From an optimization exercise on the open Yosys and OpenROAD flow, aimed at small area and a short achievable clock period; shortcuts taken in it are not production practice. Function was checked by simulation only, so behaviour that the tests miss may differ from the original.

Setup of harbor:
// dpu_pe_operator_top
module dpu_pe_operator_top (
  input               clk,
  input        [31:0] in_0,
  input        [31:0] in_1,
  input        [3:0]  opcode,
  input        [1:0]  precision_config,
  output logic [31:0] out
);
  logic        m16_a, m8_a;
  logic [24:0] mw0_a, mw1_a;
  logic [7:0]  esw0_a, esw1_a;
  logic [14:0] dr0_a, dr1_a;
  logic [3:0]  fl0_a, fl1_a;
  logic [31:0] np_a;
  logic        posit_a;
  assign posit_a = (opcode == 4'd1) | (opcode == 4'd2);
  logic        in_0_bigger;
  assign m16_a = (precision_config == 2'd1);
  assign m8_a  = (precision_config == 2'd2);
  posit_decode DEC0 (.x(in_0), .m16(m16_a), .m8(m8_a), .mw(mw0_a), .esw(esw0_a), .dr(dr0_a), .fl(fl0_a));
  posit_decode DEC1 (.x(in_1), .m16(m16_a), .m8(m8_a), .mw(mw1_a), .esw(esw1_a), .dr(dr1_a), .fl(fl1_a));
  logic [31:0] cmp_s;
  logic        take0, take1;
  padd #(.N(32), .BK(0)) CMP (.a(in_0), .b(~in_1), .ci(1'b0), .s(cmp_s), .co(in_0_bigger));
  assign take0 = (opcode == 4'd6) | ((opcode == 4'd7) & in_0_bigger) | ((opcode == 4'd8) & ~in_0_bigger);
  assign take1 = ((opcode == 4'd7) & ~in_0_bigger) | ((opcode == 4'd8) & in_0_bigger);
  assign np_a  = ({32{take0}} & in_0) | ({32{take1}} & in_1);
  logic [24:0] mw0_q, mw1_q;
  logic [7:0]  esw0_q, esw1_q;
  logic [14:0] dr0_q, dr1_q;
  logic [3:0]  fl0_q, fl1_q;
  logic        posit_q, mul_q, m16_q, m8_q, m16p_q, m8p_q;
  logic        mm32_q, mn8_q, mn16_q;
  always_ff @(posedge clk) begin
    mw0_q   <= posit_a ? mw0_a : np_a[24:0];
    mw1_q   <= mw1_a;
    esw0_q  <= posit_a ? esw0_a : {1'b0, np_a[31:25]};
    esw1_q  <= esw1_a;
    dr0_q   <= dr0_a;
    dr1_q   <= dr1_a;
    fl0_q   <= fl0_a;
    fl1_q   <= fl1_a;
    posit_q <= posit_a;
    mul_q   <= (opcode == 4'd2);
    m16_q   <= m16_a;
    m8_q    <= m8_a;
    m16p_q  <= precision_config[0];    
    m8p_q   <= precision_config[1];    
    mm32_q  <= (precision_config == 2'd0);
  ...
For scale: about 170 flip-flops, about 100 I/O pins, roughly 0.041 mm2 of cells after synthesis.
export LEC_CHECK = 0
export ABC_AREA = 1
export CAP_MARGIN = 20
export CORE_MARGIN = 2
export CORE_UTILIZATION = 55
export SLEW_MARGIN = 20
create_clock -name core_clock -period 30.0 [get_ports {clk}]
standard.sh (not shown) runs the stock make flow with config.mk's settings and CLKGATE_MAP_FILE= SYNTH_SCRIPT=/design/flow/synth_recipe.tcl, a recipe that flattens the netlist after the stock synthesis.
==> flow/flow/run.sh <==
#!/bin/bash
# Standard layout (the standard.sh: the standard synthesis and ORFS
# steps at the design's clock period and constraints) with two changes to
# how it is optimised:
#  - every input and output port still gets its buffer, but a plain buf_2
#    instead of the delay-cell buffer the default picks;
#  - the timing repair steps keep a larger setup slack margin, so that they
#    size and buffer the critical paths.
# The make output is in standard.log, each step's log under orfs/logs.
bash standard.sh "BUFFER_PORTS_ARGS=-buffer_cell sky130_fd_sc_hd__buf_2" \
  SETUP_SLACK_MARGIN=20.5 finish > standard.log 2>&1
[inputs] zinc vs harbor
--- a/flow/flow/run.sh
+++ b/flow/flow/run.sh
@@ -10,2 +10,2 @@
 bash standard.sh "BUFFER_PORTS_ARGS=-buffer_cell sky130_fd_sc_hd__buf_2" \
-  SETUP_SLACK_MARGIN=20.5 finish > standard.log 2>&1
+  SETUP_SLACK_MARGIN=20 finish > standard.log 2>&1
==> comparison <==
[zinc] total stage count of the critical path rose about 5% relative to harbor
harbor ended up with xf_q$_DFF_P_ as its critical path launch point; zinc ended up with d16_q$_SDFF_PP0_.
Delta (zinc minus harbor): area growth from synthesis to layout has decreased, setup slack shrank by 0.043 ns, post-CTS setup buffer count now smaller, stage delay of the slowest cell on the critical path shows a reduction of 0.11 ns.
harbor has a higher global-route usage than zinc.
Number of non-filler instances in the completed layout in zinc vs harbor: down 0.65%
Relative to harbor, zinc improves first-iteration DRC count.
Of zinc and harbor, zinc shows the lower fmax, with harbor above it.

-- re-timing with driven ports --
In the flow no input, the clock included, has a driving cell. The finished layouts below were timed again as built, in two steps.
Step 1 assumes that a clkbuf_16 drives the clock port and a buf_2 every other input.
Step 2 adds t to the input delays and takes it off the output delays; t is the mean of the earliest and latest rising clock arrival at the registers after step 1. Input paths then give back, and output paths get back, about the clock's delay inside the block.
Slacks: ideal / step 1 / step 2; pairs: ideal / step 1.
| run | shift t [ns] | setup WS [ns] | latest minus earliest clock arrival (ns) | worst slew at a driven data input, ns |
|---|---|---|---|---|
| harbor | 0.560 | 20.167 / 20.101 / 20.095 | 0.024 / 0.024 | 0.05 |
| zinc | 0.563 | 20.124 / 20.059 / 19.759 | 0.030 / 0.030 | 0.05 |
After both steps setup and hold are still met in every run listed. For zinc, which loses most, drivers alone change the setup slack by -0.065 ns; drivers and shift together by -0.365 ns.
